Source: an optimization exercise on an open RTL-to-GDS flow (aim: small area). Production flows keep margins and buffers that such runs may drop. Function was checked by simulation only, so behaviour that the tests miss may differ from the original. The clock input has no modelled driver; a real chip could not lean on it and would need a root buffer or a full tree.

==> flow/design.v (excerpt) <==
module  MLP (
    input clk,               
    input reset,             
    input in1,               
    input in2,               
    input signed [7:0] hidden_weight1,
    input signed [7:0] hidden_weight2,
    input signed [7:0] hidden_bias1,
    input signed [7:0] hidden_weight3,
    input signed [7:0] hidden_weight4,
    input signed [7:0] hidden_bias2  ,
    input signed [7:0] hidden_weight5,
    input signed [7:0] hidden_weight6,
    input signed [7:0] hidden_bias3  ,
    input signed [7:0] output_weight1,
    input signed [7:0] output_weight2,
    input signed [7:0] output_weight3,
    input signed [7:0] output_bias   ,
    output reg final_out     
);
==> flow/config.mk <==
export PLATFORM = sky130hd
export DESIGN_NAME = MLP
export DESIGN_NICKNAME = MLP
export VERILOG_FILES = /design/flow/design.v
export SDC_FILE = /design/flow/constraint.sdc
export NUM_CORES = 4
export LEC_CHECK = 0
export CAP_MARGIN = 0
export CORE_MARGIN = 2
export CORE_UTILIZATION = 40
export GPL_TIMING_DRIVEN = 0
export SLEW_MARGIN = 0
export SYNTH_HIERARCHICAL = 1
export SYNTH_MINIMUM_KEEP_SIZE = 0
==> flow/constraint.sdc <==
create_clock -name core_clock -period 7.0 [get_ports {clk}]
set_input_delay 1.4000 -clock core_clock [delete_from_list [all_inputs] [get_ports {clk}]]
set_output_delay 1.4000 -clock core_clock [all_outputs]
set_load 0.01 [all_outputs]
standard.sh (not shown) runs the stock make flow with config.mk's settings and CLKGATE_MAP_FILE= SYNTH_SCRIPT=/design/flow/synth_recipe.tcl, a recipe that flattens the netlist after the stock synthesis.
==> flow/flow/run.sh <==
#!/bin/bash
# Own layout flow: the standard flow (standard.sh) with smaller port
# buffers, synthesis buffers removed at floorplan, and a small fixed clock
# tree (flow/manual_cts.tcl: four clock buffers, one per group of flip-flops,
# in place of TritonCTS's nine).
set -euo pipefail
bash standard.sh \
  'BUFFER_PORTS_ARGS=-buffer_cell sky130_fd_sc_hd__buf_1' \
  REMOVE_ABC_BUFFERS=1 \
  "PRE_CTS_TCL=$PWD/flow/manual_cts.tcl" \
  finish > standard_flow.log 2>&1
==> flow/flow/manual_cts.tcl <==

proc manual_clock_tree { cell k } {
  set block [ord::get_db_block]
  set clknet [$block findNet clk]
  set master [[ord::get_db] findMaster $cell]
  set sinks {}
  foreach it [$clknet getITerms] {
    set loc [[$it getInst] getLocation]
    lappend sinks [list $it [lindex $loc 0] [lindex $loc 1]]
  }
  set sorted [lsort -integer -index 1 $sinks]
  set n [llength $sorted]
  set cent {}
  for {set i 0} {$i < $k} {incr i} {
    set s [lindex $sorted [expr {($i * $n) / $k + $n / (2 * $k)}]]
    lappend cent [list [lindex $s 1] [lindex $s 2]]
  }
  for {set iter 0} {$iter < 50} {incr iter} {
    set sumx [lrepeat $k 0]; set sumy [lrepeat $k 0]; set cnt [lrepeat $k 0]
    set assign {}
    foreach s $sinks {
      set best 0; set bd -1
      for {set i 0} {$i < $k} {incr i} {
        set c [lindex $cent $i]
        set d [expr {abs([lindex $s 1] - [lindex $c 0]) + abs([lindex $s 2] - [lindex $c 1])}]
        if {$bd < 0 || $d < $bd} { set bd $d; set best $i }
      }
      lappend assign $best
      lset sumx $best [expr {[lindex $sumx $best] + [lindex $s 1]}]
      lset sumy $best [expr {[lindex $sumy $best] + [lindex $s 2]}]
      lset cnt $best [expr {[lindex $cnt $best] + 1}]
    }
    set newcent {}
    for {set i 0} {$i < $k} {incr i} {
      if {[lindex $cnt $i] > 0} {
        lappend newcent [list [expr {[lindex $sumx $i] / [lindex $cnt $i]}] [expr {[lindex $sumy $i] / [lindex $cnt $i]}]]
      } else {
        lappend newcent [lindex $cent $i]
      }
    }
    set cent $newcent
  }
  for {set i 0} {$i < $k} {incr i} {
    set inst [odb::dbInst_create $block $master clkbuf_m$i]
    set net [odb::dbNet_create $block clknet_m$i]
    $net setSigType CLOCK
    [$inst findITerm A] connect $clknet
    [$inst findITerm X] connect $net
    set c [lindex $cent $i]
    $inst setLocation [lindex $c 0] [lindex $c 1]
    $inst setPlacementStatus PLACED
    set nets($i) $net
  }
  foreach s $sinks a $assign {
    set it [lindex $s 0]
    $it disconnect
    $it connect $nets($a)
  }
  puts "manual clock tree: $k x $cell, group sizes $cnt"
}

rename clock_tree_synthesis orig_clock_tree_synthesis
proc clock_tree_synthesis { args } {
  manual_clock_tree sky130_fd_sc_hd__clkbuf_8 4
  # the ORFS CTS step legalises the placement and repairs timing next
}

# Logic cells that synthesis sized up (drive 2 or more) go back to drive 1
# where the library has one; the CTS step's timing repair that follows
# sizes up again whatever needs it.
proc downsize_logic { } {
  set db [ord::get_db]
  set n 0
  foreach inst [[ord::get_db_block] getInsts] {
    set m [[$inst getMaster] getName]
    if {![regexp {^(sky130_fd_sc_hd__\w+)_([0-9]+)$} $m -> base drive]} { continue }
    if {$drive <= 1} { continue }
    if {[regexp {buf|inv|dfx|dfr|conb|tap|fill|decap|dly} $base]} { continue }
    set small [$db findMaster ${base}_1]
    if {$small eq "NULL" || $small eq ""} { continue }
    $inst swapMaster $small
    incr n
  }
  puts "downsize_logic: $n cells set to drive 1"
}
downsize_logic
The starting point finished clean.
Change:
--- a/flow/flow/manual_cts.tcl
+++ b/flow/flow/manual_cts.tcl
@@ -65,22 +65,2 @@
   # the ORFS CTS step legalises the placement and repairs timing next
 }
-
-# Logic cells that synthesis sized up (drive 2 or more) go back to drive 1
-# where the library has one; the CTS step's timing repair that follows
-# sizes up again whatever needs it.
-proc downsize_logic { } {
-  set db [ord::get_db]
-  set n 0
-  foreach inst [[ord::get_db_block] getInsts] {
-    set m [[$inst getMaster] getName]
-    if {![regexp {^(sky130_fd_sc_hd__\w+)_([0-9]+)$} $m -> base drive]} { continue }
-    if {$drive <= 1} { continue }
-    if {[regexp {buf|inv|dfx|dfr|conb|tap|fill|decap|dly} $base]} { continue }
-    set small [$db findMaster ${base}_1]
-    if {$small eq "NULL" || $small eq ""} { continue }
-    $inst swapMaster $small
-    incr n
-  }
-  puts "downsize_logic: $n cells set to drive 1"
-}
-downsize_logic
Wire length hardly moves; clock skew barely changes; sequential cell count is unchanged; worst hold slack is about the same; sequential share of layout area barely changes; setup slack barely changes; final cell count does not change; register-to-register slack barely changes; design area barely changes.
No run of this note takes its clock network from TritonCTS; it comes from the design's own scripts or RTL.

========
Setup of xenon:
MLP, a different RTL version from the one above (not shown whole).
For scale: about 580 cells after synthesis, ~63 flip-flops, roughly 6500 um^2 of cells after synthesis.
Design MLP, start of the top module:
module  MLP (
    input clk,               
    input reset,             
    input in1,               
    input in2,               
    input signed [7:0] hidden_weight1,
    input signed [7:0] hidden_weight2,
    input signed [7:0] hidden_bias1,
    input signed [7:0] hidden_weight3,
    input signed [7:0] hidden_weight4,
    input signed [7:0] hidden_bias2  ,
    input signed [7:0] hidden_weight5,
    input signed [7:0] hidden_weight6,
    input signed [7:0] hidden_bias3  ,
    input signed [7:0] output_weight1,
    input signed [7:0] output_weight2,
    input signed [7:0] output_weight3,
    input signed [7:0] output_bias   ,
    output reg final_out     
);
Settings: LEC_CHECK=0, CAP_MARGIN=20, CORE_MARGIN=2, CORE_UTILIZATION=40, SLEW_MARGIN=20, SYNTH_HIERARCHICAL=1, SYNTH_MINIMUM_KEEP_SIZE=0; clock period 7.0 ns.
==> flow/flow/run.sh <==
#!/bin/bash
# Own layout flow: the standard flow (standard.sh) with smaller port
# buffers, synthesis buffers removed at floorplan, and a leaner clock tree.
set -euo pipefail
bash standard.sh \
  'BUFFER_PORTS_ARGS=-buffer_cell sky130_fd_sc_hd__buf_1' \
  REMOVE_ABC_BUFFERS=1 \
  'CTS_ARGS=-sink_clustering_enable -repair_clock_nets -dont_use_dummy_load -buf_list sky130_fd_sc_hd__clkbuf_4' \
  finish > standard_flow.log 2>&1
The inputs of maple differ from those of xenon as listed below.
- changing CAP_MARGIN from 20 to 0
- setting GPL_TIMING_DRIVEN to 0 for the first time
- changing SLEW_MARGIN from 20 to 0
diff --git a/flow/flow/run.sh b/flow/flow/run.sh
--- a/flow/flow/run.sh
+++ b/flow/flow/run.sh
@@ -8 +8 @@
-  'CTS_ARGS=-sink_clustering_enable -repair_clock_nets -dont_use_dummy_load -buf_list sky130_fd_sc_hd__clkbuf_4' \
+  'CTS_ARGS=-sink_clustering_enable -sink_clustering_size 32 -sink_clustering_max_diameter 300 -repair_clock_nets -dont_use_dummy_load -buf_list sky130_fd_sc_hd__clkbuf_8' \
maple finished every step from synthesis to the final layout, and the layout passed the timing, DRC and antenna checks. On worst slack after detailed placement, the higher figure sits with xenon, not maple. In maple, the wire length of the first global-routing pass came out 4.5% below the value in xenon. Re final max-slew violation count: no difference whatsoever between maple and xenon. Cmp xenon and maple / count of plain and timing-repair buffers in the layout / higher: xenon. From maple to xenon, worst reg-to-reg path cell count did not move at all.

========
MLP with an RTL version that a note above also has.
Size: ~570 cells after synthesis, ~63 flip-flops, about 110 I/O pins, roughly 6500 um^2 of cells after synthesis.
clock: 7.0 ns
lec_check: 0
cap_margin: 0
core_margin: 2
core_utilization: 40
gpl_timing_driven: 0
slew_margin: 0
synth_hierarchical: 1
synth_minimum_keep_size: 0
==> flow/flow/run.sh <==
#!/bin/bash
# Own layout flow: the standard flow (standard.sh) with smaller port
# buffers, synthesis buffers removed at floorplan, and a leaner clock tree.
set -euo pipefail
bash standard.sh \
  'BUFFER_PORTS_ARGS=-buffer_cell sky130_fd_sc_hd__buf_1' \
  REMOVE_ABC_BUFFERS=1 RECOVER_POWER=100 \
  'CTS_ARGS=-sink_clustering_enable -repair_clock_nets -dont_use_dummy_load -buf_list sky130_fd_sc_hd__clkbuf_4' \
  finish > standard_flow.log 2>&1
The baseline finished with timing, DRC and antenna clean.
Next try:
--- a/flow/flow/run.sh
+++ b/flow/flow/run.sh
@@ -7 +7 @@
-  REMOVE_ABC_BUFFERS=1 RECOVER_POWER=100 \
+  REMOVE_ABC_BUFFERS=1 \
The new run finished clean.
Cell area stays the same.
Clock skew is about the same.

[static timing again, ports no longer ideal]
In the flow no input, the clock included, has a driving cell. The finished layouts below were timed again as built, in two steps.
Step 1: set_driving_cell puts a clkbuf_16 on clk and a buf_2 on each other input, an assumption about the parent block.
Step 2 moves the port delays by t, midway between the first and last clock arrival at a register: inputs arrive t later, outputs are due t later. That takes back most of the time a late clock gives input paths.
Slacks: ideal / step 1 / step 2; pairs: ideal / step 1.
run	t, ns	setup slack, ns	worst setup path after step 2	latest minus earliest clock arrival (ns)	cell pins on the clock port's net
the first run of note 1	0.221	0.241 / 0.273 / 0.052	input to register	0.029 / 0.029	4
the second run of note 1	0.221	0.241 / 0.274 / 0.052	input to register	0.029 / 0.029	4
xenon	0.444	0.517 / 0.507 / 0.063	input to register	0.028 / 0.028	1
maple	0.372	0.199 / 0.193 / -0.180	input to register	0.012 / 0.013	1
the first run of note 3	0.456	0.513 / 0.509 / 0.053	input to register	0.030 / 0.030	1
the second run of note 3	0.456	0.512 / 0.508 / 0.052	input to register	0.030 / 0.030	1
Met with ideal ports but missed after step 2: setup timing in maple.
